Context: an optimization exercise on an open-source flow, tuned for small area, a short achievable clock period and few clock cycles. The choices shown serve that exercise and are no tape-out recipe.
RTL that was checked went through simulation tests only; none was proved equivalent to the original.
Power and IR drop assume default switching activity.

sierra:
Design LCD_CTRL, start of the top module:
module LCD_CTRL (
  input              clk,
  input              reset,
  input        [3:0] cmd,
  input              cmd_valid,
  input        [7:0] IROM_Q,
  output logic       IROM_rd,
  output logic [5:0] IROM_A,
  output logic       IRAM_valid,
  output logic [7:0] IRAM_D,
  output logic [5:0] IRAM_A,
  output logic       busy,
  output logic       done
);
export LEC_CHECK = 0
export CAP_MARGIN = 20
export CORE_MARGIN = 2
export CORE_UTILIZATION = 65
export CTS_CLUSTER_DIAMETER = 120
export CTS_CLUSTER_SIZE = 25
export SLEW_MARGIN = 20
create_clock -name core_clock -period 12.0 [get_ports {clk}]
standard.sh (not shown) runs the stock make flow with config.mk's settings and CLKGATE_MAP_FILE= SYNTH_SCRIPT=/design/flow/synth_recipe.tcl, a recipe that flattens the netlist after the stock synthesis.
==> flow/flow/run.sh <==
#!/bin/bash
# Standard layout, with plain port buffers and timing repair aiming past the clock period.
set -euo pipefail
bash standard.sh SETUP_SLACK_MARGIN=8.2 "BUFFER_PORTS_ARGS=-buffer_cell sky130_fd_sc_hd__buf_4" finish > make.log 2>&1
Testbench counts of sierra, summed over its fixed seeds: cycles 5,646.
Edits applied to the flow inputs when going from sierra to garnet:
- swapping 65 for 50 in CORE_UTILIZATION
Every stage of the flow completed for garnet, and the final layout passed the timing, design-rule and antenna checks.
In summary, sierra completed successfully, with a layout that passed the timing, design-rule and antenna checks.
Going from sierra to garnet, sum of routed wire length over all layers higher, source-to-sink clock delay at the later pin of the worst-skew pair decreased 30 ps, combinational cell fraction of total power moved down, final standard cell utilization of the core saw a decrease, sequential share of layout area decreased 0.29 points.
Setup slack: garnet more than sierra
Count of routing violations after the opening detailed-route iteration down about 32% in garnet wrt sierra
Lower setup slack after placement among garnet and sierra: sierra
Re total via count after detailed routing: garnet and sierra aren't equal, and the lower value belongs to garnet.
Non-clock buffer area fraction after layout: sierra vs garnet — no meaningful difference

Another version of the RTL of LCD_CTRL (not shown whole).
Size: ~2200 cells after synthesis, roughly 39 I/O pins, roughly 30000 µm² of cells after synthesis.
export LEC_CHECK = 0
export CAP_MARGIN = 20
export CORE_MARGIN = 2
export CORE_UTILIZATION = 50
export CTS_CLUSTER_DIAMETER = 120
export CTS_CLUSTER_SIZE = 25
export GPL_ROUTABILITY_DRIVEN = 0
export SLEW_MARGIN = 20
create_clock -name core_clock -period 12.0 [get_ports {clk}]
==> flow/flow/run.sh <==
#!/bin/bash
# Standard layout, with plain port buffers and timing repair aiming past the clock period.
set -euo pipefail
bash standard.sh SETUP_SLACK_MARGIN=8.4 "BUFFER_PORTS_ARGS=-buffer_cell sky130_fd_sc_hd__buf_4" finish > make.log 2>&1
Testbench counts at the start, summed over its fixed seeds: cycles 5,572.
Change:
==> flow/flow/run.sh (replaced) <==
#!/bin/bash
# Standard layout, with plain port buffers and timing repair aiming past the clock period.
set -euo pipefail
bash standard.sh SETUP_SLACK_MARGIN=8.4 "BUFFER_PORTS_ARGS=-buffer_cell sky130_fd_sc_hd__buf_2" finish > make.log 2>&1
GPL_ROUTABILITY_DRIVEN = not set   (was 0)
Effect:
- The changed run finished clean
- worst setup slack improves by 0.023 ns
- final area fell by 0.86%
- synthesized cell count stays the same
- die area stays the same
- global-route usage is lower by 0.17 points
Change:
==> flow/flow/run.sh (replaced) <==
#!/bin/bash
# Standard layout, with plain port buffers and timing repair aiming past the clock period.
set -euo pipefail
bash standard.sh SETUP_SLACK_MARGIN=8.4 "BUFFER_PORTS_ARGS=-buffer_cell sky130_fd_sc_hd__buf_4" finish > make.log 2>&1
GPL_TIMING_DRIVEN = 0   (was not set)
Effect: Power grows by a few percent; sequential power shrinks slightly; cell area rose by a few percent; register-to-register slack is better by 0.03 ns; synthesized cell count is unchanged; count of clock-buffer cells in the layout is unchanged; worst setup slack barely changes; via count goes up by a few percent; first-iteration DRC count rose by well over a third; final cell count increases by a few percent; wire length rises by roughly a tenth.
Change:
GPL_TIMING_DRIVEN = not set   (was 0)
Result:
- wire length is lower by roughly a tenth
- critical path depth came out lower by 8
- synthesized area does not change
- clock power is about the same
- non-clock buffer count shrinks by 143
- die area stays the same
- sequential share of layout area rises by 1.0 points

Another version of the RTL of LCD_CTRL (not shown whole).
Size in the first run: roughly 39 I/O pins, about 31,000 um^2 of cells after synthesis.
==> flow/design.v (excerpt) <==
module LCD_CTRL (
  input              clk,
  input              reset,
  input        [3:0] cmd,
  input              cmd_valid,
  input        [7:0] IROM_Q,
  output logic       IROM_rd,
  output logic [5:0] IROM_A,
  output logic       IRAM_valid,
  output logic [7:0] IRAM_D,
  output logic [5:0] IRAM_A,
  output logic       busy,
  output logic       done
);
  logic [7:0]  img [64];
  logic [63:0] vld;
  logic [2:0] x, y;           
  logic [1:0] ra, rb, ca, cb;
  logic [1:0] dra, drb, dca, dcb;   
  logic       dirty;                
  logic [7:0] W [4];          
  logic [3:0] Wv;             
  logic [3:0] rl;             
  logic       pend;           
  logic       is_alu;         
  logic [1:0] alu_op;         
  logic [3:0] from1;          
  logic       wr_act;         
  logic [5:0] wptr;
  logic [5:0] wa [4];
  always_comb
    for (int k = 0; k < 4; k++)
      wa[k] = {k[1] ? rb : ra, k[1], k[0] ? cb : ca, k[0]};
  logic [5:0] la [4];
  logic [7:0] L  [4];
  logic [3:0] LV;
  always_comb
    for (int k = 0; k < 4; k++) begin
      la[k] = wr_act ? {wptr[5:4], k[1], wptr[2:1], k[0]} : wa[k];
      L[k]  = img[la[k]];
      LV[k] = vld[la[k]];
    end
  logic ready, exec, ldst, hit, is_avg;
  assign is_avg = is_alu && alu_op == 2'd2;
  assign ready = &Wv && (!is_avg || uni || avgok);
  assign exec  = pend & ready;
  assign ldst  = IROM_rd & !wr_act;
  logic [1:0] ik;
  assign ik  = {IROM_A[3], IROM_A[0]};
  assign hit = ldst && (IROM_A[5:4] == (IROM_A[3] ? rb : ra)) &&
                       (IROM_A[2:1] == (IROM_A[0] ? cb : ca)) &&
                       !(rl[ik] && LV[ik]);
  logic [3:0] ldhit;
  ...
clock: 12.0 ns
lec_check: 0
cap_margin: 20
core_margin: 2
core_utilization: 25
slew_margin: 20
run.sh (not shown) runs the stock make flow with config.mk's settings and CLKGATE_MAP_FILE= SYNTH_SCRIPT=/design/flow/synth_recipe.tcl, a recipe that flattens the netlist after the stock synthesis.
Stock flow here: none of the scripts above is used.
Testbench counts at the start, summed over its fixed seeds: cycles 5,676.
Rerun with:
==> flow/flow/run.sh (new file) <==
#!/bin/bash
# Standard layout, with plain port buffers and timing repair aiming past the clock period.
set -euo pipefail
bash standard.sh SETUP_SLACK_MARGIN=7.9 "BUFFER_PORTS_ARGS=-buffer_cell sky130_fd_sc_hd__buf_4" finish > make.log 2>&1
==> flow/standard.sh (new file) <==
#!/bin/bash
# synth_recipe.tcl (not shown) runs the flow's synth.tcl, then flattens the netlist and writes it again
# the make line also repeats each setting of config.mk as NAME=value (left out here)
make -C /OpenROAD-flow-scripts/flow DESIGN_CONFIG=/design/flow/config.mk WORK_HOME=/design/flow/orfs CLKGATE_MAP_FILE= SYNTH_SCRIPT=/design/flow/synth_recipe.tcl "${@:-finish}"
Settings changed: CORE_UTILIZATION 25 to 50.
removed: flow/run.sh
Outcome: Sequential cell count does not change; synthesized cell count does not change; setup slack improves by 670 ps; first-iteration DRC count rose by 11%; cell count went down by 20%; design area drops by 2.5%; power is higher by 0.81%.
Rerun with:
==> flow/flow/run.sh (replaced) <==
#!/bin/bash
# Standard layout, with plain port buffers and timing repair aiming past the clock period.
set -euo pipefail
bash standard.sh SETUP_SLACK_MARGIN=8.2 "BUFFER_PORTS_ARGS=-buffer_cell sky130_fd_sc_hd__buf_4" finish > make.log 2>&1
Settings changed: CTS_BUF_LIST set to sky130_fd_sc_hd__clkbuf_8.
Outcome: Synthesized area stays the same. Flip-flop and latch count stays the same. Power falls by 2.2%. Worst setup slack improves by 250 ps. Worst hold slack stays flat. Combinational power rose by about 4%. Die area does not change. Register-to-register slack gets better by 380 ps. Cell count rose by about 2.7%. Design area went up by about 0.34%. Core utilization rose by 0.19 points.
Rerun with:
Settings changed: CTS_BUF_LIST sky130_fd_sc_hd__clkbuf_8 to not set.
Result: Area after synthesis is unchanged; clock skew fell by 21 ps; final area went up by 0.76%; sequential cell count is unchanged; utilization climbs by 0.43 points.

Another version of the RTL of LCD_CTRL (not shown whole).
Size: about 2300 cells after synthesis, roughly 680 flip-flops, about 31000 sq um of cells after synthesis.
// LCD_CTRL
module LCD_CTRL (
  input              clk,
  input              reset,
  input        [3:0] cmd,
  input              cmd_valid,
  input        [7:0] IROM_Q,
  output logic       IROM_rd,
  output logic [5:0] IROM_A,
  output logic       IRAM_valid,
  output logic [7:0] IRAM_D,
  output logic [5:0] IRAM_A,
  output logic       busy,
  output logic       done
);
  logic [7:0]  img [64];
  logic [63:0] vld;
  logic [2:0] x, y;           
  logic [1:0] ra, rb, ca, cb;
  logic [1:0] dra, drb, dca, dcb;   
  logic       dirty;                
  logic [7:0] W [4];          
  logic [3:0] Wv;             
  logic [3:0] rl;             
  logic       pend;           
  logic       is_alu;         
  logic [1:0] alu_op;         
  logic [3:0] from1;          
  logic       wr_act;         
  logic [3:0] rs [2], cs [2];
  logic [5:0] wa [4];
  always_comb
    for (int k = 0; k < 4; k++)
      wa[k] = {k[1] ? rb : ra, k[1], k[0] ? cb : ca, k[0]};
  logic [7:0] L  [4];
  logic [3:0] LV;
  always_comb
    for (int k = 0; k < 4; k++) begin
      L[k]  = 8'd0;
      LV[k] = 1'b0;
      for (int q = 0; q < 16; q++)
  ...
==> flow/config.mk <==
export PLATFORM = sky130hd
export DESIGN_NAME = LCD_CTRL
export DESIGN_NICKNAME = LCD_CTRL
export VERILOG_FILES = /design/flow/design.v
export SDC_FILE = /design/flow/constraint.sdc
export NUM_CORES = 8
export LEC_CHECK = 0
export CAP_MARGIN = 20
export CORE_MARGIN = 2
export CORE_UTILIZATION = 50
export CTS_CLUSTER_DIAMETER = 120
export CTS_CLUSTER_SIZE = 25
export SLEW_MARGIN = 20
==> flow/constraint.sdc <==
create_clock -name core_clock -period 12.0 [get_ports {clk}]
set_input_delay 2.4000 -clock core_clock [delete_from_list [all_inputs] [get_ports {clk}]]
set_output_delay 2.4000 -clock core_clock [all_outputs]
set_load 0.01 [all_outputs]
standard.sh (not shown) runs the stock make flow with config.mk's settings and CLKGATE_MAP_FILE= SYNTH_SCRIPT=/design/flow/synth_recipe.tcl, a recipe that flattens the netlist after the stock synthesis.
==> flow/flow/run.sh <==
#!/bin/bash
# Standard layout, with plain port buffers and timing repair aiming past the clock period.
set -euo pipefail
bash standard.sh SETUP_SLACK_MARGIN=8.5 "BUFFER_PORTS_ARGS=-buffer_cell sky130_fd_sc_hd__buf_4" finish > make.log 2>&1
The first run ran to the end with no violations.
Change:
==> flow/flow/run.sh (replaced) <==
#!/bin/bash
# Standard layout with plain port buffers, timing repair aiming past the
# clock period, and adders left to ABC instead of full-adder cells.
set -euo pipefail
bash standard.sh SETUP_SLACK_MARGIN=8.4 "BUFFER_PORTS_ARGS=-buffer_cell sky130_fd_sc_hd__buf_4" ADDER_MAP_FILE= finish > make.log 2>&1
The changed run produced a clean layout; wire length went down by 0.70%; sequential power went down by 9.4%; worst setup slack is worse by 0.22 ns; die area went down by 0.91%.
Change:
==> flow/flow/run.sh (replaced) <==
#!/bin/bash
# Standard layout, with plain port buffers and timing repair aiming past the clock period.
set -euo pipefail
bash standard.sh SETUP_SLACK_MARGIN=8.4 "BUFFER_PORTS_ARGS=-buffer_cell sky130_fd_sc_hd__buf_4" finish > make.log 2>&1
After rerunning: Synthesized cell count came out lower by 0.65%; final cell count is about the same; routed wire length increases by 0.31%; power came out higher by 15%; setup slack improved by 0.23 ns; register-to-register slack degrades by 0.21 ns; cell area rises by 0.98%; core utilization climbs by 0.34 points; global-route usage decreases by 0.41 points; non-clock buffer count drops by 1.
No run of this note included a check of the RTL's function; only the layout flow was run.

Another version of the RTL of LCD_CTRL (not shown whole).
For scale: about 2,300 cells after synthesis, roughly 690 flip-flops, roughly 39 I/O pins, roughly 0.031 mm2 of cells after synthesis.
// LCD_CTRL
module LCD_CTRL (
  input              clk,
  input              reset,
  input        [3:0] cmd,
  input              cmd_valid,
  input        [7:0] IROM_Q,
  output logic       IROM_rd,
  output logic [5:0] IROM_A,
  output logic       IRAM_valid,
  output logic [7:0] IRAM_D,
  output logic [5:0] IRAM_A,
  output logic       busy,
  output logic       done
);
  logic [7:0]  img [64];
  logic [63:0] vld;
  logic [2:0] x, y;           
  logic [1:0] ra, rb, ca, cb;
  logic [1:0] dra, drb, dca, dcb;   
  logic       dirty;                
  logic [7:0] W [4];          
  logic [3:0] Wv;             
  logic [3:0] rl;             
  logic       pend;           
  logic       is_alu;         
  logic [1:0] alu_op;         
  logic [3:0] from1;          
  logic       wr_act;         
  logic       avgok, uni;     
  logic [3:0] rs [2], cs [2];
  logic [5:0] wa [4];
  always_comb
    for (int k = 0; k < 4; k++)
      wa[k] = {k[1] ? rb : ra, k[1], k[0] ? cb : ca, k[0]};
  logic [7:0] L  [4];
  logic [3:0] LV;
  always_comb
    for (int k = 0; k < 4; k++) begin
      L[k]  = 8'd0;
      LV[k] = 1'b0;
      for (int q = 0; q < 16; q++)
        if (rs[k / 2][q / 4] && cs[k % 2][q % 4]) begin
          L[k]  = L[k]  | img[(q / 4) * 16 + (k / 2) * 8 + (q % 4) * 2 + k % 2];
          LV[k] = LV[k] | vld[(q / 4) * 16 + (k / 2) * 8 + (q % 4) * 2 + k % 2];
        end
    end
  ...
export LEC_CHECK = 0
export CAP_MARGIN = 20
export CORE_MARGIN = 2
export CORE_UTILIZATION = 50
export CTS_CLUSTER_DIAMETER = 120
export CTS_CLUSTER_SIZE = 25
export SLEW_MARGIN = 20
create_clock -name core_clock -period 12.0 [get_ports {clk}]
==> flow/flow/run.sh <==
#!/bin/bash
# Standard layout, with plain port buffers and timing repair aiming past the clock period.
set -euo pipefail
bash standard.sh SETUP_SLACK_MARGIN=8.8 "BUFFER_PORTS_ARGS=-buffer_cell sky130_fd_sc_hd__buf_4" finish > make.log 2>&1
Testbench counts at the start, summed over its fixed seeds: cycles 5,646.
Edit:
==> flow/flow/run.sh (replaced) <==
#!/bin/bash
# Standard layout, with plain port buffers and timing repair aiming past the clock period.
set -euo pipefail
bash standard.sh SETUP_SLACK_MARGIN=8.2 "BUFFER_PORTS_ARGS=-buffer_cell sky130_fd_sc_hd__buf_4" finish > make.log 2>&1
The new run went through all stages and came out clean.
Maximum frequency shrinks by 5.6%.
Worst setup slack loses 0.21 ns.
First-iteration DRC count drops by 3.7%.
Hold slack is worse by 0.076 ns.
Clock-buffer cell count stays the same.
Synthesized area stays the same.
Routed wire length fell by 9.5%.
Total power drops by 7.0%.
Sequential power hardly moves.
Design area falls by 9.0%.

RTL: one of the versions met above, not the one the previous note started from.
Size in the first run: roughly 2,300 cells after synthesis, about 39 I/O pins, about 31,000 sq um of cells after synthesis.
==> flow/design.v (excerpt) <==
module LCD_CTRL (
  input              clk,
  input              reset,
  input        [3:0] cmd,
  input              cmd_valid,
  input        [7:0] IROM_Q,
  output logic       IROM_rd,
  output logic [5:0] IROM_A,
  output logic       IRAM_valid,
  output logic [7:0] IRAM_D,
  output logic [5:0] IRAM_A,
  output logic       busy,
  output logic       done
);
  logic [7:0]  img [64];
  logic [63:0] vld;
  logic [2:0] x, y;           
  logic [1:0] ra, rb, ca, cb;
  logic [1:0] dra, drb, dca, dcb;   
  logic       dirty;                
  logic [7:0] W [4];          
  logic [3:0] Wv;             
  logic [3:0] rl;             
  logic       pend;           
  logic       is_alu;         
  logic [1:0] alu_op;         
  logic [3:0] from1;          
  logic       wr_act;         
  logic [5:0] wptr;
  logic [5:0] wa [4];
  always_comb
    for (int k = 0; k < 4; k++)
      wa[k] = {k[1] ? rb : ra, k[1], k[0] ? cb : ca, k[0]};
  logic [5:0] la [4];
  logic [7:0] L  [4];
  logic [3:0] LV;
  always_comb
    for (int k = 0; k < 4; k++) begin
      la[k] = wr_act ? {wptr[5:4], k[1], wptr[2:1], k[0]} : wa[k];
      L[k]  = img[la[k]];
      LV[k] = vld[la[k]];
    end
  logic ready, exec, ldst, hit, is_avg;
  assign is_avg = is_alu && alu_op == 2'd2;
  assign ready = &Wv && (!is_avg || uni || avgok);
  assign exec  = pend & ready;
  assign ldst  = IROM_rd & !wr_act;
  logic [1:0] ik;
  assign ik  = {IROM_A[3], IROM_A[0]};
  ...
Settings: LEC_CHECK=0, CAP_MARGIN=20, CORE_MARGIN=2, CORE_UTILIZATION=50, CTS_CLUSTER_SIZE=30, SLEW_MARGIN=20; clock period 12.0 ns.
==> flow/flow/run.sh <==
#!/bin/bash
# Standard layout, with plain port buffers and timing repair aiming past the clock period.
set -euo pipefail
bash standard.sh SETUP_SLACK_MARGIN=8.7 "BUFFER_PORTS_ARGS=-buffer_cell sky130_fd_sc_hd__buf_4" finish > make.log 2>&1
Testbench counts at the start, summed over its fixed seeds: cycles 5,676.
Next try:
==> flow/flow/run.sh (replaced) <==
#!/bin/bash
# Standard layout, with timing repair aiming past the clock period.
set -euo pipefail
bash standard.sh SETUP_SLACK_MARGIN=8.5 finish > make.log 2>&1
Settings changed: CTS_CLUSTER_SIZE 30 to not set.
After rerunning: Final cell count is lower slightly. Via count drops by a few percent. Global-route usage came out lower by 0.43 points. Total power shrinks by a few percent. Worst hold slack gains 0.0085 ns. Cell area shrinks by a few percent. Register-to-register slack gains 0.02 ns. Area after synthesis stays the same.

-- port drivers added, routing unchanged --
The flow's constraints put no driver on any port. The routed layouts listed below were extracted and timed again, unchanged, in two steps.
Step 1 assumes that a clkbuf_16 drives the clock port and a buf_2 every other input.
Step 2, shift: input delay + t, output delay - t, t = (earliest + latest rising clock arrival at the registers) / 2. This alone moves slack from input paths to output paths.
Slacks: ideal / step 1 / step 2; pairs: ideal / step 1.
run	shift t [ns]	slack for setup (ns)	clock arrival spread, ns	worst slew at a driven data input, ns	cell pins on the clock port's net
sierra	0.714	8.022 / 8.022 / 7.614	0.033 / 0.033	0.09	1
garnet	0.692	8.169 / 8.150 / 7.592	0.023 / 0.024	0.08	1
the first run of note 2	0.700	8.331 / 8.296 / 7.875	0.034 / 0.035	0.08	1
the second run of note 2	0.697	8.354 / 8.294 / 7.832	0.034 / 0.034	0.09	1
the third run of note 2	0.704	8.355 / 8.294 / 7.673	0.024 / 0.023	0.21	1
the fourth run of note 2	0.707	8.363 / 8.301 / 7.808	0.050 / 0.050	0.09	1
the first run of note 3	0.689	7.240 / 7.240 / 6.946	0.035 / 0.035	0.03	1
the second run of note 3	0.678	7.912 / 7.912 / 7.437	0.027 / 0.028	0.08	1
the third run of note 3	0.764	8.166 / 8.104 / 7.590	0.051 / 0.051	0.09	1
the fourth run of note 3	0.686	8.223 / 8.161 / 7.721	0.032 / 0.032	0.08	1
the first run of note 4	0.681	8.196 / 8.196 / 7.864	0.047 / 0.046	0.05	1
the second run of note 4	0.717	7.979 / 8.004 / 7.287	0.020 / 0.020	0.08	1
the third run of note 4	0.698	8.208 / 8.208 / 7.720	0.045 / 0.045	0.06	1
the first run of note 5	0.691	8.379 / 8.312 / 7.949	0.031 / 0.031	0.06	1
the second run of note 5	0.702	8.165 / 8.192 / 7.507	0.033 / 0.033	0.04	1
the first run of note 6	0.681	8.248 / 8.188 / 8.045	0.022 / 0.022	0.08	1
the second run of note 6	0.687	8.241 / 8.178 / 7.947	0.028 / 0.028	0.04	1
After both steps setup and hold are still met in every run listed. The setup slack of the second run of note 4, which loses most, moves by +0.025 ns with the drivers and by -0.692 ns with both steps.
